From an optimization exercise on the open Yosys and OpenROAD flow, aimed at small area and a short achievable clock period; shortcuts taken in it are not production practice. No functional check of the RTL was part of any run shown here.

### flow/flow/run.sh
#!/bin/bash
set -euo pipefail
cd "$(dirname "$0")/.."
if [[ -f flow/extra.mk ]]; then cat flow/extra.mk >> config.mk; fi
mapfile -t ARGS < <(grep -v '^\s*$' flow/args.txt)
bash standard.sh synth > flow_synth.log 2>&1
bash standard.sh "${ARGS[@]}" finish > flow_finish.log 2>&1
### flow/flow/args.txt
SETUP_SLACK_MARGIN=9.25
BUFFER_PORTS_ARGS=-buffer_cell sky130_fd_sc_hd__buf_2
### flow/flow/extra.mk
export DONT_USE_CELLS += sky130_fd_sc_hd__xor3_1 sky130_fd_sc_hd__xor3_2 sky130_fd_sc_hd__xor3_4 sky130_fd_sc_hd__xnor3_1 sky130_fd_sc_hd__xnor3_2 sky130_fd_sc_hd__xnor3_4
### flow/standard.sh
#!/bin/bash
# synth_recipe.tcl (not shown) runs the flow's synth.tcl, then flattens the netlist and writes it again
# the make line also repeats each setting of config.mk as NAME=value (left out here)
make -C /OpenROAD-flow-scripts/flow DESIGN_CONFIG=/design/flow/config.mk WORK_HOME=/design/flow/orfs CLKGATE_MAP_FILE= SYNTH_SCRIPT=/design/flow/synth_recipe.tcl "${@:-finish}"
### flow/config.mk
export PLATFORM = sky130hd
export DESIGN_NAME = axis_eth_fcs
export DESIGN_NICKNAME = axis_eth_fcs
export VERILOG_FILES = /design/flow/design.v
export SDC_FILE = /design/flow/constraint.sdc
export NUM_CORES = 4
export LEC_CHECK = 0
export CAP_MARGIN = 20
export CORE_MARGIN = 2
export CORE_UTILIZATION = 40
export SETUP_SLACK_MARGIN = 0.3
export SLEW_MARGIN = 20
export DONT_USE_CELLS += sky130_fd_sc_hd__xor3_1 sky130_fd_sc_hd__xor3_2 sky130_fd_sc_hd__xor3_4 sky130_fd_sc_hd__xnor3_1 sky130_fd_sc_hd__xnor3_2 sky130_fd_sc_hd__xnor3_4
### flow/constraint.sdc
create_clock -name core_clock -period 16.0 [get_ports {clk}]
set_input_delay 3.2000 -clock core_clock [delete_from_list [all_inputs] [get_ports {clk}]]
set_output_delay 3.2000 -clock core_clock [all_outputs]
set_load 0.01 [all_outputs]
### flow/design.v
`timescale 1ns / 1ps
module axis_eth_fcs
(
    input  wire        clk,
    input  wire        rst,
    input  wire [127:0]  input_axis_tdata,
    input  wire [15:0]   input_axis_tstrb,
    input  wire          input_axis_tvalid,
    output wire          input_axis_tready,
    input  wire          input_axis_tlast,
    output wire [31:0] output_fcs,
    output wire        output_fcs_valid
);
reg [31:0] crc_raw;
reg crc_pad;
reg crc_restart;
reg fcs_valid_reg;
wire [15:0] s = input_axis_tstrb;
wire [31:0] u1;
wire p32 = crc_raw[27] ^ crc_raw[29];
wire p33 = crc_raw[28] ^ crc_raw[30];
wire p34 = crc_raw[25] ^ crc_raw[31];
wire p35 = crc_raw[26] ^ p33;
wire p36 = crc_raw[24] ^ p32;
wire p37 = p34 ^ p36;
wire p38 = crc_raw[26] ^ crc_raw[31];
wire p39 = p32 ^ p38;
wire p40 = crc_raw[24] ^ crc_raw[27];
wire p41 = crc_raw[24] ^ p35;
wire p42 = crc_raw[25] ^ p35;
wire p43 = crc_raw[27] ^ p33;
wire p44 = crc_raw[28] ^ crc_raw[29];
wire p45 = p34 ^ p35;
wire p46 = crc_raw[26] ^ crc_raw[30];
wire p47 = crc_raw[30] ^ p32;
wire p48 = crc_raw[28] ^ p40;
assign u1[0] = p37;
assign u1[1] = p42;
assign u1[2] = p39;
assign u1[3] = p43;
assign u1[4] = crc_raw[31] ^ p44;
assign u1[5] = crc_raw[29] ^ crc_raw[30];
assign u1[6] = crc_raw[25] ^ crc_raw[30] ^ p36;
assign u1[7] = p45;
assign u1[8] = crc_raw[0] ^ p39;
assign u1[9] = crc_raw[1] ^ crc_raw[24] ^ crc_raw[29] ^ p33 ^ p34;
assign u1[10] = crc_raw[2] ^ p40 ^ p46;
assign u1[11] = crc_raw[3] ^ crc_raw[27] ^ crc_raw[28] ^ p34;
assign u1[12] = crc_raw[4] ^ crc_raw[26] ^ p44;
assign u1[13] = crc_raw[5] ^ p47;
assign u1[14] = crc_raw[6] ^ crc_raw[31] ^ p33;
assign u1[15] = crc_raw[7] ^ crc_raw[29] ^ crc_raw[31];
assign u1[16] = crc_raw[8] ^ crc_raw[30] ^ p37;
assign u1[17] = crc_raw[9] ^ p45;
assign u1[18] = crc_raw[10] ^ p39;
assign u1[19] = crc_raw[11] ^ p43;
assign u1[20] = crc_raw[12] ^ crc_raw[25] ^ p48;
assign u1[21] = crc_raw[13] ^ p38 ^ p48;
assign u1[22] = crc_raw[14] ^ crc_raw[24] ^ crc_raw[28] ^ crc_raw[31];
assign u1[23] = crc_raw[15] ^ crc_raw[25] ^ crc_raw[29];
assign u1[24] = crc_raw[16] ^ p37 ^ p46;
assign u1[25] = crc_raw[17] ^ crc_raw[29] ^ p41;
assign u1[26] = crc_raw[18] ^ p34 ^ p47;
assign u1[27] = crc_raw[19] ^ p36 ^ p42;
assign u1[28] = crc_raw[20] ^ p41;
assign u1[29] = crc_raw[21] ^ p32 ^ p34;
assign u1[30] = crc_raw[22] ^ p35 ^ p37;
assign u1[31] = crc_raw[23] ^ p41;
wire [31:0] crc = crc_pad ? u1 : crc_raw;
assign input_axis_tready = 1'b1;
assign output_fcs = ~crc;
assign output_fcs_valid = fcs_valid_reg;
wire [31:0] c = crc | {32{crc_restart}};
wire [7:0] sh;
assign sh[0] = s[14];
genvar i, v;
generate
    for (i = 1; i < 8; i = i + 1) begin : shdec
        assign sh[i] = s[14-2*i] & ~s[16-2*i];
    end
endgenerate
wire pad = ~s[1] | (s[2] & ~s[3]) | (s[4] & ~s[5]) | (s[6] & ~s[7]) |
           (s[8] & ~s[9]) | (s[10] & ~s[11]) | (s[12] & ~s[13]) | (s[14] & ~s[15]);
wire [127:0] dm;
generate
    for (i = 0; i < 16; i = i + 1) begin : mask
        if (i % 2 == 0) begin : keep
            assign dm[8*i +: 8] = input_axis_tdata[8*i +: 8];
        end else begin : zero
            assign dm[8*i +: 8] = input_axis_tdata[8*i +: 8] & {8{s[i]}};
        end
    end
endgenerate
wire [127:0] x0 = dm ^ {96'h0, c};
wire [127:0] w;
generate
    for (v = 0; v < 8; v = v + 1) begin : win
        wire [16*(v+1)-1:0] terms;
        for (i = 0; i <= v; i = i + 1) begin : term
            assign terms[16*i +: 16] = x0[16*(v-i) +: 16] & {16{sh[i]}};
        end
        for (i = 0; i < 16; i = i + 1) begin : bitor
            wire [v:0] col;
            genvar t;
            for (t = 0; t <= v; t = t + 1) begin : c
                assign col[t] = terms[16*t + i];
            end
            assign w[16*v + i] = |col;
        end
    end
endgenerate
wire [31:0] ovf = {16'h0, c[31:16] & {16{sh[7]}}};
wire [31:0] t;
wire x128 = w[5] ^ w[14];
wire x129 = w[29] ^ w[75];
wire x130 = w[33] ^ w[103];
wire x131 = w[6] ^ w[44];
wire x132 = w[7] ^ w[36];
wire x133 = w[8] ^ w[37];
wire x134 = w[47] ^ w[67];
wire x135 = w[3] ^ w[76];
wire x136 = w[4] ^ w[77];
wire x137 = w[10] ^ w[96];
wire x138 = w[12] ^ w[98];
wire x139 = w[22] ^ x128;
wire x140 = w[24] ^ w[80];
wire x141 = w[30] ^ w[68];
wire x142 = w[48] ^ w[69];
wire x143 = w[11] ^ w[32];
wire x144 = w[23] ^ w[71];
wire x145 = w[2] ^ w[118];
wire x146 = w[15] ^ w[27];
wire x147 = w[17] ^ w[70];
wire x148 = w[18] ^ w[45];
wire x149 = w[46] ^ w[99];
wire x150 = w[83] ^ x130;
wire x151 = w[16] ^ w[28];
wire x152 = w[34] ^ w[35];
wire x153 = w[57] ^ x131;
wire x154 = w[20] ^ x135;
wire x155 = w[72] ^ w[101];
wire x156 = w[21] ^ x136;
wire x157 = w[38] ^ w[39];
wire x158 = w[25] ^ w[41];
wire x159 = w[31] ^ w[74];
wire x160 = w[43] ^ w[119];
wire x161 = w[49] ^ w[122];
wire x162 = w[56] ^ w[73];
wire x163 = w[78] ^ w[100];
wire x164 = w[13] ^ w[26];
wire x165 = w[50] ^ w[123];
wire x166 = w[95] ^ w[120];
wire x167 = w[19] ^ x129;
wire x168 = w[51] ^ w[124];
wire x169 = w[52] ^ w[125];
wire x170 = w[94] ^ x133;
wire x171 = w[53] ^ w[126];
wire x172 = w[79] ^ x132;
wire x173 = w[54] ^ w[127];
wire x174 = w[40] ^ w[110];
wire x175 = w[0] ^ w[9];
wire x176 = w[102] ^ x140;
wire x177 = x137 ^ x139;
wire x178 = w[1] ^ w[85];
wire x179 = w[62] ^ w[82];
wire x180 = w[104] ^ x142;
wire x181 = w[58] ^ w[114];
wire x182 = w[59] ^ w[115];
wire x183 = w[61] ^ w[84];
wire x184 = w[63] ^ w[65];
wire x185 = w[81] ^ x141;
wire x186 = w[97] ^ x143;
wire x187 = w[112] ^ x162;
wire x188 = w[42] ^ w[92];
wire x189 = w[64] ^ w[66];
wire x190 = w[105] ^ x152;
wire x191 = w[113] ^ x153;
wire x192 = w[86] ^ w[106];
wire x193 = w[87] ^ w[107];
wire x194 = w[88] ^ w[108];
wire x195 = w[60] ^ w[89];
wire x196 = w[109] ^ x157;
wire x197 = w[90] ^ w[117];
wire x198 = w[116] ^ x134;
wire x199 = x138 ^ x144;
wire x200 = w[93] ^ x164;
wire x201 = w[121] ^ x147;
wire x202 = w[91] ^ w[111];
wire x203 = w[55] ^ x150;
wire x204 = x146 ^ x160;
wire x205 = x151 ^ x166;
wire x206 = x149 ^ x156;
wire x207 = x155 ^ x173;
wire x208 = x169 ^ x191;
wire x209 = x148 ^ x174;
wire x210 = x171 ^ x181;
wire x211 = x145 ^ x170;
wire x212 = x158 ^ x163;
wire x213 = w[100] ^ x179;
wire x214 = x159 ^ x165;
wire x215 = x183 ^ x188;
wire x216 = x128 ^ x154;
wire x217 = x167 ^ x192;
wire x218 = x184 ^ x190;
wire x219 = x150 ^ x182;
wire x220 = w[48] ^ x178;
wire x221 = w[66] ^ x196;
wire x222 = x172 ^ x177;
wire x223 = w[40] ^ x176;
wire x224 = x168 ^ x187;
wire x225 = w[94] ^ x198;
wire x226 = x129 ^ x161;
wire x227 = x186 ^ x204;
wire x228 = w[15] ^ x189;
wire x229 = w[19] ^ x130;
wire x230 = w[25] ^ w[47];
wire x231 = w[56] ^ x199;
wire x232 = x180 ^ x205;
wire x233 = w[16] ^ x201;
wire x234 = w[57] ^ x200;
wire x235 = w[18] ^ w[58];
wire x236 = w[29] ^ x175;
wire x237 = w[65] ^ x194;
wire x238 = x171 ^ x193;
wire x239 = w[23] ^ w[67];
wire x240 = w[52] ^ x220;
wire x241 = w[86] ^ x195;
wire x242 = w[32] ^ w[69];
wire x243 = w[53] ^ w[70];
wire x244 = w[22] ^ x197;
wire x245 = w[72] ^ w[76];
wire x246 = w[46] ^ w[89];
wire x247 = w[62] ^ w[121];
wire x248 = w[77] ^ x185;
wire x249 = x202 ^ x207;
wire x250 = w[111] ^ x223;
wire x251 = w[42] ^ x211;
wire x252 = w[7] ^ w[74];
wire x253 = w[8] ^ x182;
wire x254 = w[1] ^ x159;
wire x255 = w[60] ^ x203;
wire x256 = x177 ^ x212;
wire x257 = w[2] ^ x228;
wire x258 = w[4] ^ w[79];
wire x259 = w[101] ^ x230;
wire x260 = x178 ^ x231;
wire x261 = x214 ^ x232;
wire x262 = w[27] ^ w[96];
wire x263 = w[31] ^ x134;
wire x264 = w[33] ^ x155;
wire x265 = w[43] ^ x180;
wire x266 = w[45] ^ w[120];
wire x267 = w[49] ^ x168;
wire x268 = w[83] ^ x149;
wire x269 = x213 ^ x262;
wire x270 = x216 ^ x217;
wire x271 = w[12] ^ x206;
wire x272 = w[13] ^ x170;
wire x273 = w[28] ^ w[97];
wire x274 = w[50] ^ x169;
wire x275 = w[71] ^ w[102];
wire x276 = x131 ^ x163;
wire x277 = x193 ^ x272;
wire x278 = w[6] ^ x139;
wire x279 = w[38] ^ x156;
wire x280 = w[51] ^ x238;
wire x281 = w[59] ^ w[98];
wire x282 = w[106] ^ x161;
wire x283 = w[20] ^ w[78];
wire x284 = w[61] ^ x165;
wire x285 = w[73] ^ x240;
wire x286 = w[80] ^ x167;
wire x287 = x221 ^ x241;
wire x288 = x286 ^ x287;
wire x289 = w[21] ^ w[91];
wire x290 = w[87] ^ x160;
wire x291 = w[90] ^ w[108];
wire x292 = w[116] ^ x243;
wire x293 = w[11] ^ w[35];
wire x294 = w[30] ^ x147;
wire x295 = w[41] ^ x172;
wire x296 = w[54] ^ x208;
wire x297 = w[88] ^ x166;
wire x298 = x133 ^ x140;
wire x299 = x134 ^ x144;
wire x300 = w[93] ^ x210;
wire x301 = x132 ^ x209;
wire x302 = w[17] ^ w[92];
wire x303 = w[105] ^ x143;
wire x304 = x244 ^ x303;
wire x305 = w[9] ^ w[15];
wire x306 = w[68] ^ w[99];
wire x307 = w[81] ^ w[103];
wire x308 = w[125] ^ x194;
wire x309 = w[126] ^ x195;
wire x310 = x224 ^ x251;
wire x311 = x173 ^ x248;
wire x312 = w[7] ^ w[95];
wire x313 = w[14] ^ x225;
wire x314 = w[121] ^ x179;
wire x315 = w[3] ^ w[34];
wire x316 = w[44] ^ w[104];
wire x317 = x138 ^ x145;
wire x318 = x148 ^ x149;
wire x319 = x175 ^ x176;
wire x320 = x183 ^ x227;
wire x321 = x185 ^ x255;
wire x322 = x187 ^ x256;
wire x323 = w[10] ^ w[63];
wire x324 = w[75] ^ x215;
wire x325 = w[117] ^ x190;
wire x326 = w[119] ^ x135;
wire x327 = x164 ^ x229;
wire x328 = x185 ^ x259;
wire x329 = x191 ^ x213;
wire x330 = x258 ^ x261;
wire x331 = w[64] ^ x181;
wire x332 = w[85] ^ x218;
wire x333 = x132 ^ x266;
wire x334 = x136 ^ x270;
wire x335 = x233 ^ x265;
wire x336 = x234 ^ x264;
wire x337 = x263 ^ x331;
wire x338 = x267 ^ x268;
wire x339 = w[32] ^ x146;
wire x340 = w[48] ^ w[119];
wire x341 = w[73] ^ w[84];
wire x342 = x161 ^ x192;
wire x343 = x189 ^ x216;
wire x344 = x201 ^ x273;
wire x345 = x218 ^ x274;
wire x346 = x219 ^ x235;
wire x347 = x271 ^ x340;
wire x348 = x277 ^ x346;
wire x349 = w[82] ^ w[84];
wire x350 = x148 ^ x152;
wire x351 = x163 ^ x282;
wire x352 = x198 ^ x278;
wire x353 = x236 ^ x237;
wire x354 = x279 ^ x352;
wire x355 = x280 ^ x281;
wire x356 = w[6] ^ x222;
wire x357 = w[102] ^ w[104];
wire x358 = w[107] ^ x141;
wire x359 = x133 ^ x239;
wire x360 = x283 ^ x356;
wire x361 = x284 ^ x358;
wire x362 = x288 ^ x359;
wire x363 = w[27] ^ w[112];
wire x364 = w[45] ^ x151;
wire x365 = w[78] ^ x129;
wire x366 = x131 ^ x158;
wire x367 = x154 ^ x174;
wire x368 = x168 ^ x242;
wire x369 = x222 ^ x289;
wire x370 = x291 ^ x292;
wire x371 = x174 ^ x296;
wire x372 = x196 ^ x202;
wire x373 = x206 ^ x236;
wire x374 = x215 ^ x245;
wire x375 = x257 ^ x293;
wire x376 = x294 ^ x297;
wire x377 = x299 ^ x376;
wire x378 = w[43] ^ x157;
wire x379 = w[55] ^ x246;
wire x380 = w[107] ^ x199;
wire x381 = w[118] ^ x188;
wire x382 = x247 ^ x300;
wire x383 = w[3] ^ w[113];
wire x384 = w[28] ^ w[65];
wire x385 = w[118] ^ x138;
wire x386 = x219 ^ x249;
wire x387 = x269 ^ x383;
wire x388 = w[4] ^ w[114];
wire x389 = w[13] ^ x137;
wire x390 = w[35] ^ x276;
wire x391 = w[87] ^ x260;
wire x392 = w[93] ^ w[122];
wire x393 = x145 ^ x302;
wire x394 = x154 ^ x159;
wire x395 = x304 ^ x392;
wire x396 = x388 ^ x394;
wire x397 = w[24] ^ w[34];
wire x398 = w[39] ^ w[55];
wire x399 = x186 ^ x239;
wire x400 = w[49] ^ x154;
wire x401 = w[124] ^ x138;
wire x402 = x141 ^ x175;
wire x403 = x146 ^ x212;
wire x404 = w[23] ^ w[113];
wire x405 = w[42] ^ x197;
wire x406 = w[50] ^ x306;
wire x407 = w[59] ^ x308;
wire x408 = x156 ^ x158;
wire x409 = x234 ^ x305;
wire x410 = x254 ^ x405;
wire x411 = w[26] ^ w[39];
wire x412 = w[109] ^ x226;
wire x413 = w[11] ^ w[22];
wire x414 = w[81] ^ w[127];
wire x415 = x413 ^ x414;
wire x416 = w[19] ^ x310;
wire x417 = w[111] ^ w[115];
wire x418 = w[120] ^ x184;
wire x419 = x203 ^ x252;
wire x420 = x417 ^ x418;
wire x421 = x419 ^ x420;
wire x422 = w[8] ^ x224;
wire x423 = w[17] ^ w[83];
wire x424 = w[5] ^ w[99];
wire x425 = w[30] ^ w[79];
wire x426 = x205 ^ x252;
wire x427 = x210 ^ x245;
wire x428 = x250 ^ x424;
wire x429 = w[0] ^ w[26];
wire x430 = w[46] ^ x214;
wire x431 = w[76] ^ x253;
wire x432 = w[80] ^ w[122];
wire x433 = w[109] ^ x311;
wire x434 = w[63] ^ w[110];
wire x435 = w[123] ^ x144;
wire x436 = w[20] ^ x312;
wire x437 = w[41] ^ x242;
wire x438 = w[0] ^ x153;
wire x439 = w[24] ^ x290;
wire x440 = w[64] ^ x165;
wire x441 = w[96] ^ x309;
wire x442 = w[16] ^ w[21];
wire x443 = w[5] ^ x197;
wire x444 = w[14] ^ w[98];
wire x445 = x137 ^ x142;
wire x446 = x314 ^ x444;
wire x447 = x445 ^ x446;
wire x448 = w[90] ^ x142;
assign t[0] = w[62] ^ w[91] ^ x147 ^ x184 ^ x225 ^ x226 ^ x254 ^ x315 ^ x316 ^ x317 ^ x318 ^ x319 ^ x320 ^ x321 ^ x322;
assign t[1] = x186 ^ x257 ^ x260 ^ x318 ^ x323 ^ x324 ^ x325 ^ x326 ^ x327 ^ x328 ^ x329 ^ x330;
assign t[2] = x143 ^ x176 ^ x269 ^ x317 ^ x332 ^ x333 ^ x334 ^ x335 ^ x336 ^ x337 ^ x338;
assign t[3] = w[36] ^ x275 ^ x276 ^ x328 ^ x339 ^ x341 ^ x342 ^ x343 ^ x344 ^ x345 ^ x347 ^ x348;
assign t[4] = w[37] ^ w[60] ^ w[85] ^ x155 ^ x172 ^ x228 ^ x261 ^ x275 ^ x327 ^ x349 ^ x350 ^ x351 ^ x353 ^ x354 ^ x355;
assign t[5] = w[103] ^ x207 ^ x233 ^ x237 ^ x285 ^ x325 ^ x338 ^ x339 ^ x357 ^ x360 ^ x361 ^ x362;
assign t[6] = w[1] ^ x170 ^ x192 ^ x195 ^ x221 ^ x231 ^ x268 ^ x290 ^ x345 ^ x363 ^ x364 ^ x365 ^ x366 ^ x367 ^ x368 ^ x369 ^ x370;
assign t[7] = w[33] ^ w[45] ^ w[100] ^ w[106] ^ x164 ^ x244 ^ x273 ^ x280 ^ x295 ^ x298 ^ x371 ^ x372 ^ x373 ^ x374 ^ x375 ^ x377;
assign t[8] = w[16] ^ x248 ^ x249 ^ x256 ^ x263 ^ x285 ^ x298 ^ x301 ^ x315 ^ x353 ^ x363 ^ x378 ^ x379 ^ x380 ^ x381 ^ x382;
assign t[9] = w[40] ^ x180 ^ x200 ^ x215 ^ x258 ^ x278 ^ x350 ^ x362 ^ x370 ^ x384 ^ x385 ^ x386 ^ x387;
assign t[10] = w[54] ^ w[75] ^ x221 ^ x229 ^ x259 ^ x301 ^ x384 ^ x389 ^ x390 ^ x391 ^ x393 ^ x395 ^ x396;
assign t[11] = w[66] ^ w[88] ^ w[115] ^ w[123] ^ x202 ^ x209 ^ x211 ^ x270 ^ x295 ^ x336 ^ x347 ^ x357 ^ x397 ^ x398 ^ x399;
assign t[12] = w[58] ^ w[119] ^ x166 ^ x187 ^ x188 ^ x190 ^ x229 ^ x246 ^ x250 ^ x277 ^ x354 ^ x400 ^ x401 ^ x402 ^ x403;
assign t[13] = w[47] ^ w[101] ^ w[106] ^ w[112] ^ w[121] ^ x152 ^ x232 ^ x307 ^ x360 ^ x378 ^ x404 ^ x406 ^ x407 ^ x408 ^ x409 ^ x410;
assign t[14] = w[51] ^ w[82] ^ w[105] ^ w[107] ^ x146 ^ x181 ^ x186 ^ x223 ^ x251 ^ x309 ^ x335 ^ x369 ^ x390 ^ x404 ^ x411 ^ x412;
assign t[15] = w[38] ^ w[52] ^ w[92] ^ w[95] ^ w[97] ^ w[101] ^ w[105] ^ w[114] ^ x135 ^ x151 ^ x172 ^ x175 ^ x199 ^ x204 ^ x209 ^ x219 ^ x282 ^ x284 ^ x291 ^ x294 ^ x298 ^ x366 ^ x415;
assign t[16] = w[3] ^ w[72] ^ w[75] ^ w[82] ^ x136 ^ x139 ^ x151 ^ x196 ^ x200 ^ x227 ^ x243 ^ x299 ^ x351 ^ x361 ^ x416 ^ x421;
assign t[17] = w[9] ^ w[68] ^ w[84] ^ w[94] ^ w[108] ^ w[116] ^ x157 ^ x204 ^ x247 ^ x264 ^ x330 ^ x343 ^ x365 ^ x371 ^ x380 ^ x397 ^ x422 ^ x423;
assign t[18] = w[67] ^ w[108] ^ w[117] ^ x148 ^ x201 ^ x208 ^ x305 ^ x332 ^ x341 ^ x368 ^ x389 ^ x398 ^ x408 ^ x412 ^ x425 ^ x426 ^ x427 ^ x428;
assign t[19] = w[6] ^ w[42] ^ w[71] ^ w[85] ^ w[97] ^ w[118] ^ x130 ^ x169 ^ x189 ^ x210 ^ x217 ^ x233 ^ x293 ^ x301 ^ x322 ^ x429 ^ x430 ^ x431 ^ x432 ^ x433;
assign t[20] = w[25] ^ w[26] ^ w[29] ^ w[45] ^ w[69] ^ w[70] ^ w[77] ^ w[86] ^ x176 ^ x183 ^ x222 ^ x238 ^ x306 ^ x329 ^ x386 ^ x400 ^ x416 ^ x434 ^ x435;
assign t[21] = w[18] ^ w[33] ^ w[61] ^ w[124] ^ x177 ^ x208 ^ x211 ^ x226 ^ x237 ^ x249 ^ x279 ^ x302 ^ x337 ^ x391 ^ x406 ^ x429 ^ x436 ^ x437;
assign t[22] = w[13] ^ w[23] ^ w[51] ^ w[56] ^ w[88] ^ w[125] ^ x158 ^ x161 ^ x253 ^ x265 ^ x288 ^ x289 ^ x300 ^ x307 ^ x312 ^ x313 ^ x323 ^ x374 ^ x385 ^ x423 ^ x430 ^ x438;
assign t[23] = w[39] ^ w[58] ^ w[70] ^ w[99] ^ x179 ^ x209 ^ x267 ^ x285 ^ x304 ^ x311 ^ x313 ^ x316 ^ x324 ^ x409 ^ x431 ^ x436 ^ x439 ^ x440 ^ x441;
assign t[24] = w[34] ^ w[53] ^ w[77] ^ w[127] ^ x178 ^ x180 ^ x217 ^ x235 ^ x274 ^ x281 ^ x307 ^ x326 ^ x349 ^ x377 ^ x395 ^ x422 ^ x428 ^ x442;
assign t[25] = w[0] ^ w[10] ^ w[72] ^ w[102] ^ x162 ^ x198 ^ x218 ^ x220 ^ x266 ^ x296 ^ x314 ^ x320 ^ x334 ^ x355 ^ x379 ^ x432 ^ x435;
assign t[26] = w[24] ^ w[47] ^ w[63] ^ w[74] ^ w[123] ^ x151 ^ x162 ^ x173 ^ x193 ^ x194 ^ x206 ^ x240 ^ x247 ^ x283 ^ x321 ^ x333 ^ x342 ^ x375 ^ x401 ^ x427 ^ x438 ^ x443;
assign t[27] = w[112] ^ w[124] ^ x153 ^ x227 ^ x241 ^ x292 ^ x295 ^ x308 ^ x319 ^ x348 ^ x433 ^ x440 ^ x442 ^ x447;
assign t[28] = w[38] ^ w[54] ^ w[91] ^ w[109] ^ w[110] ^ w[126] ^ x134 ^ x141 ^ x167 ^ x235 ^ x246 ^ x275 ^ x310 ^ x387 ^ x407 ^ x426 ^ x437 ^ x439 ^ x443;
assign t[29] = w[8] ^ w[59] ^ w[127] ^ x155 ^ x160 ^ x167 ^ x203 ^ x208 ^ x230 ^ x297 ^ x344 ^ x372 ^ x381 ^ x396 ^ x402 ^ x434 ^ x441 ^ x448;
assign t[30] = w[64] ^ w[68] ^ w[71] ^ w[89] ^ x140 ^ x271 ^ x313 ^ x367 ^ x382 ^ x393 ^ x403 ^ x411 ^ x415 ^ x421 ^ x448;
assign t[31] = w[17] ^ w[43] ^ w[44] ^ w[61] ^ w[73] ^ w[95] ^ x145 ^ x189 ^ x200 ^ x207 ^ x250 ^ x253 ^ x255 ^ x364 ^ x373 ^ x399 ^ x410 ^ x425 ^ x447;
always @(posedge clk or posedge rst) begin
    if (rst) begin
        crc_restart <= 1'b1;
        fcs_valid_reg <= 1'b0;
    end else begin
        fcs_valid_reg <= input_axis_tvalid & input_axis_tlast;
        if (input_axis_tvalid) begin
            crc_restart <= input_axis_tlast;
        end
    end
end
always @(posedge clk) begin
    if (input_axis_tvalid) begin
        crc_raw <= t ^ ovf;
        crc_pad <= pad;
    end
end
endmodule
==> impl_metrics.py, run 1 <==
metrics = {
    "outcome": {
        "status": "timing/DRC/antenna clean",
    },
    "sta": {
        "worst_slew_pin_slew_ps": 1220,
        "maxSlewHeadroom_pct": 18.4,
        "finalCritPeriodShare_pct": 44.6,
        "hold_violations": 0,
        "rsz0062_at_grt": "no",
        "setup-tns-final_ps": 0,
        "fmax_mhz": 140,
        "fin_crit_ps": 7130,
        "setup_viol": 0,
        "fin_worst_skew_ps": 6.92,
        "fin_ws_ps": 8870,
        "slew_violations": 0,
    },
    "placement": {
        "io_buffer_count": 180,
        "placed_area_sq_um": 17500,
        "dp.final_hpwl_microns": 84200,
        "preCtsSetupSlack_ps": 7170,
        "dp.cells": 2696,
        "gp_congestion": 1.11,
    },
    "finish": {
        "largest_reg_flops": 32,
        "syn_to_final_growth_pct": 28.1,
        "fin_nets": 2376,
        "n_fill_cell": 3813,
        "final_cell_count_no_fill": 2755,
        "layout-drive-gt1-share_pct": 28.5,
        "final_cell_area_sq_um": 20400,
        "top_register": "crc_raw",
    },
    "grt": {
        "grt.total_usage_pct": 49.1,
        "gr-total-overflow": 0,
        "grt_max_degree": 72,
        "grt_pass1_wl_microns": 141000,
        "grt_pass1_vias": 17371,
        "antenna_found_initial": 1,
    },
    "drt": {
        "ant_nets": 0,
        "wire_per_inst_microns": 38.1,
        "vias_per_cell": 6.78,
        "routed_wl_microns": 105000,
        "dr.pass1.iters": 9,
        "first_iter_violations": 3456,
        "drcViolationCount": 0,
        "vias": 18687,
    },
    "critical_path": {
        "crit_fanout": 12,
        "path_class": "primary input to register",
        "startpoint_type": "primary input",
        "cp-end-kind": "register",
        "timing.rr.start": "crc_raw[24]",
        "worstPathArrival_ps": 7180,
        "crit_required_ps": 16050,
        "r2r_end": "crc_raw[26]",
        "reg2reg_depth": 14,
        "r2r_setup_slack_ps": 9720,
    },
    "floorplan": {
        "num_io_pins": 182,
        "initial_core_util_pct": 40.3,
        "core_area_sq_um": 39500,
        "die_area_sq_um": 41400,
        "die_width_microns": 204,
        "fp.dieH_microns": 204,
        "rows": 73,
    },
    "logic_synthesis": {
        "netlist_top_cells_count": "688 x xnor2_1, 198 x xor2_1, 147 x nand2_1",
        "postSynthNetCount": 2209,
        "yosysTopAreaCell": "xnor2_1",
        "ys_seq_elements": 35,
        "synth.mux.area_fraction_pct": 2.76,
        "synthAdderAreaFrac_pct": 0,
        "synthSimpleGateAreaFrac_pct": 13.1,
        "avgSynthCellArea_sq_um": 7.73,
        "yosysMostFrequentCell": "xnor2_1",
        "synth-compound-area-share_pct": 21.6,
        "yosysTopAreaCellShare_pct": 37.8,
        "ys_warn_count": 1,
        "synthXorXnorAreaFrac_pct": 52.0,
        "yosys_most_used_dff": "edfxtp_1",
        "synth_top_family_by_area": "XOR/XNOR gates",
        "async_flop_share_pct": 5.71,
        "synth_cell_types": 87,
        "synth_cells": 2061,
        "synth.top_cells.by_area": "xnor2_1 38%, xor2_1 11%, edfxtp_1 6.2%",
        "synth_edf_count": 33,
        "ys_seq_area_share_pct": 6.54,
        "synth_area_sq_um": 15900,
    },
    "hold_path": {
        "hp-start": "crc_restart",
        "hold_class": "register to register",
        "min_path_cells": 3,
        "hold-path-endpoint": "crc_restart",
    },
    "cts": {
        "cts.sinks": 35,
        "clock_path_buffers": 2,
        "clkLatencyLatePin_ps": 300,
        "cts_tree": "built",
        "clk_pin_slew_ps": 70,
        "cts_made_buffers": 5,
        "cts-root-buf": "clkbuf_16",
        "h-tree-depth": 2,
        "cts-hold-fix-buffers": 0,
    },
    "run": {
        "maxCapViolations": 0,
    },
}
cell type report:
type	instances	area [sq um]	area share, %
clock buffers	5	125	0.613
well taps	525	657	3.22
flip-flops and latches	35	1040	5.11
multi-input cells	1869	16400	80.5
diodes	1	2.50	0.0123
repair buffers	300	2040	10.0
inverters	17	65.1	0.319
clock inverters	3	43.8	0.215
through the flow:
step / utilization, % / hold WS, ps
floorplan: - / 1270
global placement: 44.3 / 1040
detailed placement: 44.4 / 1060
CTS: 48.5 / 1070
global route: 51.6 / 1160
finish: 51.6 / 1090
how the worst max path moves through the flow:
stage	start	to	slack, ps	cells past startpoint
after floorplan	input_axis_tstrb[12]	crc_raw[11]	9370	15
after global placement	input_axis_tstrb[14]	crc_raw[6]	7100	13
after detailed placement	input_axis_tstrb[14]	crc_raw[6]	7170	13
after CTS	input_axis_tstrb[12]	crc_raw[26]	9190	13
after global routing	input_axis_tstrb[1]	crc_raw[18]	8930	13
final	input_axis_tstrb[1]	crc_raw[18]	8870	13
kinds of logic (layout without fill, tap and decap cells):
logic type,count (synthesis),in the layout
compound gates,469,469
xor+xnor,914,914
buf+inv,157,325
flops,35,35
mux,41,41
other cells,1,2
simple gates,444,444
placed cells by master (no fill, tap or decap), drive strengths merged, types with 6 or more instances in the layout:
| cell | instances |
|---|---|
| xor2 | 204 |
| a21o | 6 |
| a21oi | 95 |
| a32oi | 12 |
| o211ai | 18 |
| a221oi | 36 |
| a221o | 8 |
| or3 | 6 |
| nand2 | 147 |
| mux2 | 8 |
| and2 | 24 |
| nor2 | 101 |
| nor2b | 27 |
| a222oi | 21 |
| o22ai | 33 |
| xnor2 | 710 |
| a22o | 9 |
| mux2i | 33 |
| nor3 | 44 |
| or2 | 9 |
| a22oi | 57 |
| o31ai | 7 |
| o221ai | 25 |
| o21ai | 61 |
| nand2b | 19 |
| a211oi | 23 |
| a31oi | 12 |
| and3 | 6 |
| nand3 | 45 |
| buf | 296 |
| inv | 16 |
| edfxtp | 33 |
| clkbuf | 9 |
| o2111ai | 6 |
routing by layer:
metal  routed length (microns)  track usage [%]
met1                     39800             65.0
met2                     41700             70.8
met3                     16400             17.0
met4                      6860             22.5
met5                       155             3.69
what timing repair did:
action                                  4_1_cts  5_1_grt
pin swaps                                    10       26
endpoints found under the setup margin       32       33
buffers inserted                             19       29
cloned                                        0        2
gates resized for setup                     191      147
worst max-delay path: stages:
cell and delay [ps]:
buf_2 290, nand2_1 270, or3_1 410, mux2i_4 300, nor3_1 100, o21ai_0 460
xor2_1 730, xor2_1 190, xnor2_1 190, xnor2_1 540, xnor2_1 170, xnor2_1 200
xnor2_1 110
==> run 2: changes to the inputs <==
==> flow/flow/args.txt (replaced) <==
SETUP_SLACK_MARGIN=8.75
BUFFER_PORTS_ARGS=-buffer_cell sky130_fd_sc_hd__buf_2
==> run 2 against run 1 <==
Effect of this change:
- still clean
- setup slack worse by 220 ps
- global-route usage down 0.40 points
- hold slack better by 7.2 ps
- highest routed layer unchanged
- largest cell class unchanged
==> impl_metrics.py, run 2 <==
metrics = {
    "outcome": {
        "status": "timing/DRC/antenna clean",
    },
    "logic_synthesis": {
        "yosysTopAreaCellShare_pct": 37.8,
        "netlist_top_cells_count": "688 x xnor2_1, 198 x xor2_1, 147 x nand2_1",
        "async_flop_share_pct": 5.71,
        "ys_warn_count": 1,
        "synth_area_sq_um": 15900,
        "synth.top_cells.by_area": "xnor2_1 38%, xor2_1 11%, edfxtp_1 6.2%",
        "ys_seq_area_share_pct": 6.54,
        "postSynthNetCount": 2209,
        "avgSynthCellArea_sq_um": 7.73,
        "synth_cells": 2061,
        "synth_cell_types": 87,
        "synth_edf_count": 33,
        "yosysTopAreaCell": "xnor2_1",
        "ys_seq_elements": 35,
        "yosys_most_used_dff": "edfxtp_1",
        "yosysMostFrequentCell": "xnor2_1",
    },
    "sta": {
        "hold_violations": 0,
        "fin_crit_ps": 7350,
        "fin_worst_skew_ps": 7.89,
        "maxSlewHeadroom_pct": 12.8,
        "fmax_mhz": 136,
        "finalCritPeriodShare_pct": 45.9,
        "setup_viol": 0,
        "rsz0062_at_grt": "yes",
        "worst_slew_pin_slew_ps": 1310,
        "setup-tns-final_ps": 0,
        "hold_slack_ps": 1100,
        "slew_violations": 0,
    },
    "hold_path": {
        "hp-start": "crc_restart",
        "min_path_cells": 3,
        "hold-path-endpoint": "crc_restart",
        "hold_class": "register to register",
    },
    "grt": {
        "grt_pass1_wl_microns": 140000,
        "antenna_found_initial": 2,
        "grt.total_usage_pct": 48.7,
        "grt_pass1_vias": 16946,
        "grt_max_degree": 72,
        "gr-total-overflow": 0,
    },
    "finish": {
        "antenna_cells": 0,
        "final_common_cell": "xnor2_1",
        "final_cell_count_no_fill": 2719,
        "final_cell_mix": "651 x xnor2_1, 180 x buf_2, 179 x xor2_1, 144 x nand2_1, 99 x nor2_1",
        "largest_reg_flops": 32,
        "top_register": "crc_raw",
        "fin_nets": 2341,
        "final_cell_area_sq_um": 18500,
        "layout-drive-gt1-share_pct": 20.3,
        "syn_to_final_growth_pct": 16.4,
    },
    "critical_path": {
        "worstPathArrival_ps": 7450,
        "timing.rr.start": "crc_raw[27]",
        "crit_fanout": 12,
        "crit_start": "input_axis_tstrb[1]",
        "startpoint_type": "primary input",
        "crit_chain": "buf_2 -> nand2_1 -> xnor2_1 -> o22ai_1 -> nor2_1 -> xnor2_1 -> xnor2_1 -> xor2_1 -> xnor2_1 -> xnor2_1 -> xnor2_1 -> xnor2_1",
        "crit_path_max_incr_delay_ps": 790,
        "r2r_end": "crc_raw[24]",
        "path_common_cell": "xnor2_1",
        "slowest_stage": "xnor2_1",
        "path_class": "primary input to register",
        "cp-end-kind": "register",
        "r2r_setup_slack_ps": 9370,
        "crit_required_ps": 16100,
        "reg2reg_depth": 14,
    },
    "cts": {
        "cts-root-buf": "clkbuf_16",
        "cts.sinks": 35,
        "clkLatencyLatePin_ps": 300,
        "cts_tree": "built",
        "cts-hold-fix-buffers": 0,
        "h-tree-depth": 2,
        "clock_path_buffers": 2,
        "clk_pin_slew_ps": 70,
        "cts_made_buffers": 5,
    },
    "placement": {
        "dp.final_hpwl_microns": 84200,
        "gp_congestion": 1.11,
        "placed_area_sq_um": 17500,
        "dp.cells": 2696,
        "io_buffer_count": 180,
    },
    "drt": {
        "vias": 18220,
        "wire_per_inst_microns": 38.0,
        "ant_nets": 0,
        "dr.pass1.iters": 10,
        "routed_wl_microns": 103000,
        "vias_per_cell": 6.70,
        "drcViolationCount": 0,
        "first_iter_violations": 3615,
    },
    "floorplan": {
        "core_area_sq_um": 39500,
        "initial_core_util_pct": 40.3,
        "num_io_pins": 182,
        "die_area_sq_um": 41400,
        "die_width_microns": 204,
        "fp.dieH_microns": 204,
        "rows": 73,
    },
    "run": {
        "maxCapViolations": 0,
    },
}
-- run 2: worst max-delay path by stage --
stage / endpoint
after global routing: crc_raw[6]
after global placement: crc_raw[6]
after detailed placement: crc_raw[6]
after floorplan: crc_raw[11]
after CTS: crc_raw[6]
final: crc_raw[26]
-- run 2: cell type report --
cell class / instances / area [sq um]
clock buffers: 5 / 125
well taps: 525 / 657
fillers: 3987 / 21000
clock inverters: 3 / 43.8
repair buffers: 265 / 1620
inverters: 17 / 65.1
multi-input cells: 1869 / 15000
flip-flops and latches: 35 / 1040
-- run 2: layer usage --
layer | part of all wire, % | track usage (%)
met5 | 0.16 | 2.86
met4 | 5.8 | 20.6
met1 | 38 | 64.5
met2 | 40 | 70.9
met3 | 16 | 17.2
-- run 2: timing repair --
action,CTS,global route
endpoints found under the hold margin,0,0
endpoints found under the setup margin,32,31
buffers inserted,5,9
pin swaps,4,5
gates resized for setup,50,58
-- run 2: through the flow --
step / setup WS, ps / util [%]
after CTS: 8680 / 45.8
after global placement: 7100 / 44.3
after detailed placement: 7170 / 44.4
after floorplan: 9370 / -
final: 8650 / 46.9
after global routing: 8650 / 46.9
-- run 2: worst max-delay path: cells and delay by family --
kind | cells | cell delay [ps]
buffers and inverters | 1 | 280
XOR/XNOR | 8 | 2780
AO/OA/AOI/OAI | 1 | 190
AND/OR/NAND/NOR | 2 | 970
-- run 2: cells by family (layout without fill, tap and decap cells) --
family	Yosys count	after routing	share of synthesized area [%]
flops	35	35	6.54
mux	41	41	2.76
xor+xnor	914	914	52.0
compound gates	469	469	21.6
other cells	1	1	0.0235
simple gates	444	444	13.1
buf+inv	157	290	4.05
==> run 3: changes to the inputs <==
--- a/flow/flow/run.sh
+++ b/flow/flow/run.sh
@@ -6,2 +6,7 @@
 bash standard.sh synth > flow_synth.log 2>&1
+RES=orfs/results/${FLOW_PLATFORM}/axis_eth_fcs/base
+cp $RES/1_2_yosys.v flow_1_2_yosys_standard.v
+LIB=$(ls ${FLOW_HOME}/platforms/${FLOW_PLATFORM}/lib/sky130_fd_sc_hd__tt_025C_1v80.lib)
+python3 flow/downsize.py $RES/1_2_yosys.v $LIB > flow_downsize.log 2>&1
+touch $RES/1_2_yosys.v
 bash standard.sh "${ARGS[@]}" finish > flow_finish.log 2>&1
==> flow/flow/args.txt (replaced) <==
SETUP_SLACK_MARGIN=9.0
BUFFER_PORTS_ARGS=-buffer_cell sky130_fd_sc_hd__buf_2
==> flow/flow/downsize.py (new file) <==
#!/usr/bin/env python3
"""Set every combinational cell of a synthesized netlist to its smallest
drive strength (_1, or _0 where the platform has no _1 ... as listed in the
liberty file); flip-flops keep their cells. The timing repair later sizes up
what the constraints need."""
import re, sys
net, lib = sys.argv[1], sys.argv[2]
cells = set(re.findall(r'^\s*cell\s*\(\s*"?(sky130_fd_sc_hd__\w+?)"?\s*\)', open(lib).read(), re.M))
dont = set(sys.argv[3:])
def smallest(name):
    m = re.match(r'(sky130_fd_sc_hd__[a-z0-9]+?)_(\d+)$', name)
    if not m:
        return name
    base = m.group(1)
    if re.match(r'sky130_fd_sc_hd__(e?df|sdf|dl|conb|tap|fill|decap|clk)', base):
        return name
    for d in ("1", "0"):
        cand = "%s_%s" % (base, d)
        if cand in cells and cand not in dont:
            if int(d) < int(m.group(2)):
                return cand
            return name
    return name
src = open(net).read()
n = [0]
def sub(mo):
    new = smallest(mo.group(1))
    if new != mo.group(1):
        n[0] += 1
    return new + mo.group(2)
out = re.sub(r'\b(sky130_fd_sc_hd__\w+)(\s+[\\\w])', sub, src)
open(net, "w").write(out)
print("downsized", n[0], "cells")
==> run 3 against run 2 <==
Effect of this change:
- still clean
- synthesized area fell by 3.1%
- fmax grew 3.4%
- final area grew 2.2%
- critical path depth is 1 lower
- clock skew is 4.6 ps higher
- global-route usage decreased by 1.4 points
- largest cell class unchanged
- highest routed layer unchanged
==> impl_metrics.py, run 3 <==
metrics = {
    "outcome": {
        "status": "timing/DRC/antenna clean",
    },
    "sta": {
        "worst_slew_pin_slew_ps": 1350,
        "finalCritPeriodShare_pct": 44.4,
        "fin_crit_ps": 7100,
        "rsz0062_at_grt": "yes",
        "fmax_mhz": 141,
        "fin_worst_skew_ps": 12.5,
        "hold_violations": 0,
        "setup_viol": 0,
        "slew_violations": 0,
        "setup-tns-final_ps": 0,
        "maxSlewHeadroom_pct": 10.2,
    },
    "grt": {
        "grt.total_usage_pct": 47.3,
        "antenna_found_initial": 2,
        "gr-total-overflow": 0,
        "grt_pass1_wl_microns": 134000,
        "grt_max_degree": 71,
        "grt_pass1_vias": 16781,
    },
    "finish": {
        "final_cell_mix": "635 x xnor2_1, 178 x buf_2, 174 x xor2_1, 141 x nand2_1, 97 x nor2_1",
        "fin_nets": 2361,
        "syn_to_final_growth_pct": 22.8,
        "layout-drive-gt1-share_pct": 21.0,
        "top_register": "crc_raw",
        "final_common_cell": "xnor2_1",
        "final_core_util_pct": 50.1,
        "largest_reg_flops": 32,
    },
    "cts": {
        "cts-root-buf": "clkbuf_16",
        "cts_tree": "built",
        "clkLatencyLatePin_ps": 300,
        "clk_pin_slew_ps": 70,
        "h-tree-depth": 2,
        "cts_made_buffers": 5,
        "cts.sinks": 35,
        "clock_path_buffers": 2,
    },
    "placement": {
        "dp.final_hpwl_microns": 80500,
        "gp_congestion": 1.13,
        "io_buffer_count": 180,
    },
    "drt": {
        "routed_wl_microns": 99100,
        "ant_nets": 0,
        "dr.pass1.iters": 10,
        "drcViolationCount": 0,
        "wire_per_inst_microns": 36.4,
        "vias": 18204,
        "first_iter_violations": 3305,
        "vias_per_cell": 6.68,
    },
    "critical_path": {
        "r2r_end": "crc_raw[14]",
        "path_class": "primary input to register",
        "startpoint_type": "primary input",
        "crit_fanout": 12,
        "crit_start": "input_axis_tstrb[1]",
        "r2r_setup_slack_ps": 9390,
        "crit_required_ps": 16040,
        "critPathCapture": "crc_raw[22]",
        "timing.rr.start": "crc_raw[27]",
        "cp-end-kind": "register",
        "reg2reg_depth": 15,
        "worstPathArrival_ps": 7140,
    },
    "floorplan": {
        "initial_core_util_pct": 40.8,
        "rows": 71,
        "core_area_sq_um": 37800,
        "num_io_pins": 182,
        "fp.dieH_microns": 200,
        "die_area_sq_um": 40200,
        "die_width_microns": 200,
    },
    "hold_path": {
        "hold_class": "register to register",
        "min_path_cells": 4,
        "hp-start": "crc_restart",
    },
    "logic_synthesis": {
        "synth_cells": 2061,
        "synth_area_sq_um": 15400,
        "postSynthNetCount": 2209,
        "avgSynthCellArea_sq_um": 7.49,
        "ys_warn_count": 1,
    },
    "run": {
        "maxCapViolations": 0,
    },
}
[run 3: critical path: stages]
cell      delay (ps)
buf_2            340
nand2_1          300
xnor2_1          310
o221ai_1        1120
xor2_2           420
xnor2_2          390
xnor2_1          140
xnor2_1          370
xor2_1           240
xnor2_1          180
xnor2_1          100
[run 3: what timing repair did]
action	in CTS	in global routing
pin swaps	12	5
hold buffers	0	0
gates cloned	1	2
resized for setup	116	100
buffers inserted	18	3
endpoints found under the setup margin	33	33
[run 3: metrics by stage]
stage	cell area, sq um	setup WS (ps)	hold WS (ps)	std cells
2_1_floorplan	15400	9060	1270	2061
3_3_place_gp	17100	6770	1320	2690
3_5_place_dp	17200	6840	1320	2693
4_1_cts	18300	8910	1330	2720
5_1_grt	19000	8920	1450	2726
6_report	19000	8900	1380	2726
[run 3: worst min path at each step]
| stage | slack, ps | endpoint |
|---|---|---|
| after floorplan | 1270 | crc_restart |
| after global placement | 1320 | crc_restart |
| after detailed placement | 1320 | crc_restart |
| after CTS | 1330 | crc_restart |
| after global routing | 1450 | crc_restart |
| final | 1380 | crc_restart |
[run 3: metal layers]
metal	vias to the layer above	part of all wire [%]	wire length [microns]	GRT usage, %
met5	-	0.014	14	0
met3	378	16	15700	16.8
met4	2	7.1	7050	25.3
met1	8669	38	38100	63.4
met2	1682	39	38300	65.7
li1	7473	-	-	-
[run 3: layout make-up]
class | instances | area [sq um]
Sequential cell | 35 | 1040
Timing Repair Buffer | 285 | 1910
Fill cell | 3825 | 18900
Clock buffer | 6 | 129
Multi-Input combinational cell | 1869 | 15200
Tap cell | 511 | 639
Antenna cell | 1 | 2.50
Inverter | 17 | 67.6
Clock inverter | 2 | 12.5
==> run 4: changes to the inputs <==
--- a/flow/design.v
+++ b/flow/design.v
@@ -73,19 +73,19 @@
 wire [31:0] c = crc | {32{crc_restart}};
-wire [7:0] sh;
-assign sh[0] = s[14];
-genvar i, v;
-generate
-    for (i = 1; i < 8; i = i + 1) begin : shdec
-        assign sh[i] = s[14-2*i] & ~s[16-2*i];
-    end
-endgenerate
-wire pad = ~s[1] | (s[2] & ~s[3]) | (s[4] & ~s[5]) | (s[6] & ~s[7]) |
-           (s[8] & ~s[9]) | (s[10] & ~s[11]) | (s[12] & ~s[13]) | (s[14] & ~s[15]);
+wire [3:0] sw;
+assign sw[0] = s[12];
+assign sw[1] = s[8] & ~s[12];
+assign sw[2] = s[4] & ~s[8];
+assign sw[3] = ~s[4];
+wire pad0 = ~s[1] | (s[2] & ~s[3]) | (s[4] & ~s[5]) | (s[6] & ~s[7]) |
+            (s[8] & ~s[9]) | (s[10] & ~s[11]) | (s[12] & ~s[13]) | (s[14] & ~s[15]);
+wire pad1 = ~s[1] | (s[1] & ~s[2]) | (s[4] & ~s[5]) | (s[5] & ~s[6]) |
+            (s[8] & ~s[9]) | (s[9] & ~s[10]) | (s[12] & ~s[13]) | (s[13] & ~s[14]);
 wire [127:0] dm;
+genvar b;
 generate
-    for (i = 0; i < 16; i = i + 1) begin : mask
-        if (i % 2 == 0) begin : keep
-            assign dm[8*i +: 8] = input_axis_tdata[8*i +: 8];
+    for (b = 0; b < 16; b = b + 1) begin : mask
+        if (b % 2 == 0) begin : keep
+            assign dm[8*b +: 8] = input_axis_tdata[8*b +: 8];
         end else begin : zero
-            assign dm[8*i +: 8] = input_axis_tdata[8*i +: 8] & {8{s[i]}};
+            assign dm[8*b +: 8] = input_axis_tdata[8*b +: 8] & {8{s[b]}};
         end
@@ -94,20 +94,12 @@
 wire [127:0] x0 = dm ^ {96'h0, c};
-wire [127:0] w;
-generate
-    for (v = 0; v < 8; v = v + 1) begin : win
-        wire [16*(v+1)-1:0] terms;
-        for (i = 0; i <= v; i = i + 1) begin : term
-            assign terms[16*i +: 16] = x0[16*(v-i) +: 16] & {16{sh[i]}};
-        end
-        for (i = 0; i < 16; i = i + 1) begin : bitor
-            wire [v:0] col;
-            genvar t;
-            for (t = 0; t <= v; t = t + 1) begin : c
-                assign col[t] = terms[16*t + i];
-            end
-            assign w[16*v + i] = |col;
-        end
-    end
-endgenerate
-wire [31:0] ovf = {16'h0, c[31:16] & {16{sh[7]}}};
+wire [127:0] y;
+assign y[31:0]   = x0[31:0] & {32{sw[0]}};
+assign y[63:32]  = (x0[63:32] & {32{sw[0]}}) | (x0[31:0] & {32{sw[1]}});
+assign y[95:64]  = (x0[95:64] & {32{sw[0]}}) | (x0[63:32] & {32{sw[1]}}) |
+                   (x0[31:0] & {32{sw[2]}});
+assign y[127:96] = (x0[127:96] & {32{sw[0]}}) | (x0[95:64] & {32{sw[1]}}) |
+                   (x0[63:32] & {32{sw[2]}}) | (x0[31:0] & {32{sw[3]}});
+wire h = pad1;
+wire [127:0] w = h ? {y[111:0], 16'h0} : y;
+wire [31:0] ovf = {16'h0, c[31:16] & {16{~s[2]}}};
 wire [31:0] t;
@@ -480,3 +472,3 @@
         crc_raw <= t ^ ovf;
-        crc_pad <= pad;
+        crc_pad <= pad0;
     end
==> flow/flow/args.txt (replaced) <==
SETUP_SLACK_MARGIN=9.5
BUFFER_PORTS_ARGS=-buffer_cell sky130_fd_sc_hd__buf_2
==> run 4 against run 3 <==
Effect of this change:
- cell count is 6.0% higher
- register-to-register slack better by 540 ps
- global-route usage grew 0.30 points
- largest cell class unchanged
- non-clock buffer count rose by 172
- via count is 1.2% higher
- critical endpoint is now crc_raw[29]
- highest routed layer is now met4
- first-iteration DRC count down 5.4%
- still clean
- clock skew down 8.6 ps
==> impl_metrics.py, run 4 <==
metrics = {
    "finish": {
        "layout-drive-gt1-share_pct": 38.0,
        "syn_to_final_growth_pct": 53.2,
        "final_cell_mix": "484 x xnor2_1, 226 x buf_4, 170 x buf_2, 160 x xnor2_2, 156 x nand2_1",
        "fin_nets": 2525,
        "final_common_cell": "xnor2_1",
        "n_fill_cell": 3299,
        "final_core_util_pct": 62.0,
        "final_cell_count_no_fill": 2890,
        "top_register": "crc_raw",
        "largest_reg_flops": 32,
    },
    "cts": {
        "cts-root-buf": "clkbuf_16",
        "cts-hold-fix-buffers": 0,
        "cts.sinks": 35,
        "h-tree-depth": 2,
        "clkLatencyLatePin_ps": 270,
        "clk_pin_slew_ps": 50,
        "cts_tree": "built",
        "clock_path_buffers": 2,
        "cts_made_buffers": 5,
    },
    "sta": {
        "slew_violations": 0,
        "fmax_mhz": 151,
        "rsz0062_at_grt": "yes",
        "worst_slew_pin_slew_ps": 1120,
        "setup_viol": 0,
        "fin_worst_skew_ps": 3.93,
        "maxSlewHeadroom_pct": 25.1,
        "fin_crit_ps": 6620,
        "hold_violations": 0,
        "finalCritPeriodShare_pct": 41.4,
        "hold_slack_ps": 1340,
        "setup-tns-final_ps": 0,
    },
    "critical_path": {
        "crit_buf_inv": 5,
        "slowest_stage": "xor2_4",
        "crit_required_ps": 16060,
        "crit_chain": "buf_4 -> nand2b_4 -> o2111ai_4 -> buf_4 -> buf_12 -> or2_4 -> buf_4 -> o21ai_0 -> buf_4 -> xor2_4 -> xnor2_1 -> xnor2_1 -> xnor2_2 -> xnor2_1 -> xnor2_1 -> xnor2_1",
        "r2r_setup_slack_ps": 9930,
        "cp-end-kind": "register",
        "worstPathArrival_ps": 6680,
        "startpoint_type": "primary input",
        "critical_path.top_delay_family": "XOR/XNOR gates",
        "crit_path_max_incr_delay_ps": 350,
        "crit_fanout": 15,
        "path_class": "primary input to register",
        "path_common_cell": "xnor2_1",
    },
    "placement": {
        "dp.final_hpwl_microns": 74900,
        "dp.cells": 2673,
        "gp_congestion": 1.06,
        "io_buffer_count": 179,
    },
    "grt": {
        "grt_max_degree": 70,
        "gr-total-overflow": 0,
        "antenna_found_initial": 1,
        "grt_pass1_vias": 17022,
        "grt.total_usage_pct": 47.6,
        "grt_pass1_wl_microns": 130000,
    },
    "floorplan": {
        "core_area_sq_um": 37600,
        "num_io_pins": 182,
        "die_area_sq_um": 39600,
        "fp.dieH_microns": 199,
        "rows": 71,
        "die_width_microns": 199,
        "initial_core_util_pct": 40.5,
    },
    "drt": {
        "wire_per_inst_microns": 33.3,
        "routed_wl_microns": 96100,
        "drcViolationCount": 0,
        "dr.pass1.iters": 14,
        "vias_per_cell": 6.37,
        "vias": 18416,
        "ant_nets": 0,
        "first_iter_violations": 3126,
    },
    "logic_synthesis": {
        "postSynthNetCount": 2181,
        "avgSynthCellArea_sq_um": 7.48,
        "ys_warn_count": 1,
        "synth_area_sq_um": 15200,
        "synth_cells": 2033,
    },
    "run": {
        "maxCapViolations": 0,
    },
    "hold_path": {
        "hold_class": "register to register",
    },
    "outcome": {
        "status": "timing/DRC/antenna clean",
    },
}
[run 4: cell type report]
| cell class | count | area (sq um) | share of cell area (%) |
|---|---|---|---|
| Multi-Input combinational cell | 1864 | 17600 | 75.7 |
| Timing Repair Buffer | 457 | 3750 | 16.1 |
| Sequential cell | 35 | 1040 | 4.48 |
| Tap cell | 511 | 639 | 2.75 |
| Clock buffer | 5 | 125 | 0.537 |
| Inverter | 14 | 65.1 | 0.279 |
| Clock inverter | 3 | 38.8 | 0.167 |
| Antenna cell | 1 | 2.50 | 0.0107 |
[run 4: tightest hold or removal path: cells and delay by family (launching register included)]
family                 cells  cell delay [ps]
buffers and inverters      3              760
DFF                        1              360
AOI/OAI and AO/OA          1              130
[run 4: layer usage]
| metal | global-route usage (%) | wire, microns | share of wire (%) | vias to the layer above |
|---|---|---|---|---|
| li1 | - | - | - | 7672 |
| met1 | 59.8 | 35200 | 37 | 8800 |
| met2 | 72.5 | 39300 | 41 | 1505 |
| met3 | 11.4 | 12500 | 13 | 439 |
| met4 | 31.3 | 9110 | 9.5 | 0 |
| met5 | 0 | 0 | 0 | - |
[run 4: final timing paths]
path / from / end / depth (start not counted)
worst max-delay path: input_axis_tstrb[8] / crc_raw[29] / 16
worst min-delay path: crc_restart / crc_restart / 4
worst max register to register: crc_restart / crc_raw[15] / 16
worst min register to register: crc_restart / crc_restart / 4
max in group asynchronous: rst / crc_restart / 2
min in group asynchronous: rst / fcs_valid_reg / 2
[run 4: metrics by stage]
stage	area [sq um]	worst slack, ps
finish	23300	9380
global route	23300	9370
CTS	21000	9460
detailed placement	17000	6580
global placement	17000	6630
floorplan	15400	9490
[run 4: repair_timing]
item,CTS,global route
setup buffers,104,91
cloned,13,0
gates resized for setup,426,212
pin swaps,90,109
endpoints found under the setup margin,33,33
==> run 5: changes to the inputs <==
==> flow/flow/args.txt (replaced) <==
SETUP_SLACK_MARGIN=9.25
BUFFER_PORTS_ARGS=-buffer_cell sky130_fd_sc_hd__buf_2
==> run 5 against run 4 <==
Effect of this change:
- final area is 6.2% lower
- non-clock buffer count is 54 lower
- highest routed layer is now met5
- setup slack worse by 250 ps
- still clean on timing, DRC and antenna
- critical path type unchanged
- first-iteration DRC count is 14% lower
- core utilization is 3.8 points lower
- synthesized cell count stayed put
- sequential share of layout area is 0.30 points higher
- clock-buffer cell count stayed put
- clock skew hardly changed
==> impl_metrics.py, run 5 <==
metrics = {
    "finish": {
        "final_common_cell": "xnor2_1",
        "fin_nets": 2473,
        "syn_to_final_growth_pct": 43.7,
        "top_register": "crc_raw",
        "largest_reg_flops": 32,
        "final_cell_count_no_fill": 2837,
        "final_cell_mix": "515 x xnor2_1, 184 x buf_4, 172 x buf_2, 169 x xor2_1, 160 x nand2_1",
        "antenna_cells": 0,
        "n_fill_cell": 3461,
        "layout-drive-gt1-share_pct": 32.9,
    },
    "critical_path": {
        "crit_required_ps": 16000,
        "cp-end-kind": "register",
        "crit_start": "input_axis_tstrb[5]",
        "path_class": "primary input to register",
        "worstPathArrival_ps": 6860,
        "startpoint_type": "primary input",
        "timing.rr.start": "crc_raw[27]",
        "crit_fanout": 10,
    },
    "logic_synthesis": {
        "postSynthNetCount": 2181,
        "avgSynthCellArea_sq_um": 7.48,
        "synth_cells": 2033,
        "synth_area_sq_um": 15200,
        "ys_warn_count": 1,
    },
    "sta": {
        "fin_crit_ps": 6870,
        "setup-tns-final_ps": 0,
        "worst_slew_pin_slew_ps": 1050,
        "fin_worst_skew_ps": 3.81,
        "maxSlewHeadroom_pct": 30.0,
        "finalCritPeriodShare_pct": 42.9,
        "rsz0062_at_grt": "yes",
        "setup_viol": 0,
        "fin_ws_ps": 9130,
        "hold_violations": 0,
        "slew_violations": 0,
        "fmax_mhz": 146,
        "hold_slack_ps": 1320,
    },
    "grt": {
        "grt_util_met3_pct": 11.2,
        "grt_util_met2_pct": 71.4,
        "grt_max_degree": 76,
        "use_met1_pct": 59.1,
        "gr-total-overflow": 0,
        "grt_pass1_wl_microns": 129000,
        "antenna_found_initial": 1,
        "top_usage_layer": "met2",
        "grt_pass1_vias": 16658,
        "grt.total_usage_pct": 47.0,
    },
    "drt": {
        "vias": 18089,
        "drcViolationCount": 0,
        "dr.pass1.iters": 10,
        "first_iter_violations": 2695,
        "routed_wl_microns": 95800,
        "wire_per_inst_microns": 33.8,
        "vias_per_cell": 6.38,
        "ant_nets": 0,
    },
    "placement": {
        "dp.final_hpwl_microns": 74800,
        "preCtsSetupSlack_ps": 5970,
        "dp.cells": 2674,
        "io_buffer_count": 179,
        "gp_congestion": 1.08,
    },
    "cts": {
        "cts_made_buffers": 5,
        "cts.sinks": 35,
        "cts_tree": "built",
        "clk_pin_slew_ps": 50,
        "h-tree-depth": 2,
        "clkLatencyLatePin_ps": 270,
        "cts-root-buf": "clkbuf_16",
        "clock_path_buffers": 2,
    },
    "floorplan": {
        "core_area_sq_um": 37600,
        "die_width_microns": 199,
        "initial_core_util_pct": 40.5,
        "rows": 71,
        "num_io_pins": 182,
        "fp.dieH_microns": 199,
        "die_area_sq_um": 39600,
    },
    "run": {
        "maxCapViolations": 0,
    },
    "outcome": {
        "status": "timing/DRC/antenna clean",
    },
    "hold_path": {
        "hold_class": "register to register",
        "hp-start": "crc_restart",
    },
}
## run 5: changes by cell type in the layout (fill, tap and decap cells not counted), sizes merged
| cell | before | now |
|---|---|---|
| clkinv | 2 | 3 |
| diode | 1 | 0 |
| buf | 450 | 386 |
| bufinv | 1 | 0 |
| clkbuf | 5 | 14 |
| bufbuf | 7 | 8 |
| nor2b | 22 | 23 |
| nor2 | 124 | 125 |
## run 5: stage by stage
stage          cell area [sq um]  util, %
2_1_floorplan              15300        -
3_3_place_gp               17000     45.2
3_5_place_dp               17000     45.2
4_1_cts                    20300     54.1
5_1_grt                    21800     58.1
6_report                   21800     58.1
## run 5: routing by layer
metal	part of all wire (%)	wire length, microns	vias to the layer above
met2	41	39100	1529
met4	9.4	8980	2
li1	-	-	7579
met1	37	35500	8575
met5	0.094	90	-
met3	13	12200	404
## run 5: critical path, cell delays in order
cell	delay (ps)
clkbuf_4	210
inv_2	110
o2111ai_4	420
nor2_4	140
buf_12	190
buf_16	150
o211ai_1	460
a21oi_2	200
buf_4	200
xnor2_4	340
xnor2_1	170
xnor2_2	320
xnor2_1	190
xnor2_2	370
xnor2_1	170
## run 5: area by class of cell
type	instances	area (sq um)	area share [%]
clock inverter	3	15.0	0.0687
tap	511	639	2.93
multi-input combinational	1866	16800	76.8
inverter	14	60.1	0.275
clock buffer	5	125	0.573
sequential	35	1040	4.77
timing repair buffer	403	3180	14.6
## run 5: what timing repair did
item,4_1_cts,5_1_grt
hold buffers,0,0
setup endpoints to repair,32,33
cloned,13,4
pin swaps,64,56
setup buffers,91,46
gates resized for setup,331,150
## run 5: worst paths after layout
check,to,slack [ps],depth (start not counted)
max,crc_raw[25],9130,15
min,crc_restart,1320,4
max reg2reg,crc_raw[26],10310,14
min reg2reg,crc_restart,1320,4
max in group asynchronous,crc_restart,13040,2
min in group asynchronous,fcs_valid_reg,2770,2

-- afterwards: timing with drivers on the ports --
The flow's constraints put no driver on any port. The routed layouts listed below were extracted and timed again, unchanged, in two steps. Step 1 sets driving cells, clkbuf_16 on the clock port and buf_2 on the other inputs (assumed; they add their load-dependent delay and slew). Step 2, shift: input delay + t, output delay - t, t = (earliest + latest rising clock arrival at the registers) / 2. This alone moves slack from input paths to output paths. Three values: ideal, step 1, step 2; two values: the first two.
| run | t (ns) | setup WS [ns] | worst data-port slew with drivers (ns) |
|---|---|---|---|
| run 1 | 0.345 | 8.870 / 8.898 / 8.554 | 0.10 |
| run 2 | 0.344 | 8.654 / 8.636 / 8.292 | 0.08 |
| run 3 | 0.334 | 8.895 / 8.807 / 8.473 | 0.22 |
| run 4 | 0.297 | 9.382 / 9.251 / 8.954 | 0.22 |
| run 5 | 0.296 | 9.135 / 8.966 / 8.670 | 0.24 |
After both steps every run listed still meets setup and hold. For run 5, which loses most, drivers alone change the setup slack by -0.169 ns; drivers and shift together by -0.465 ns.
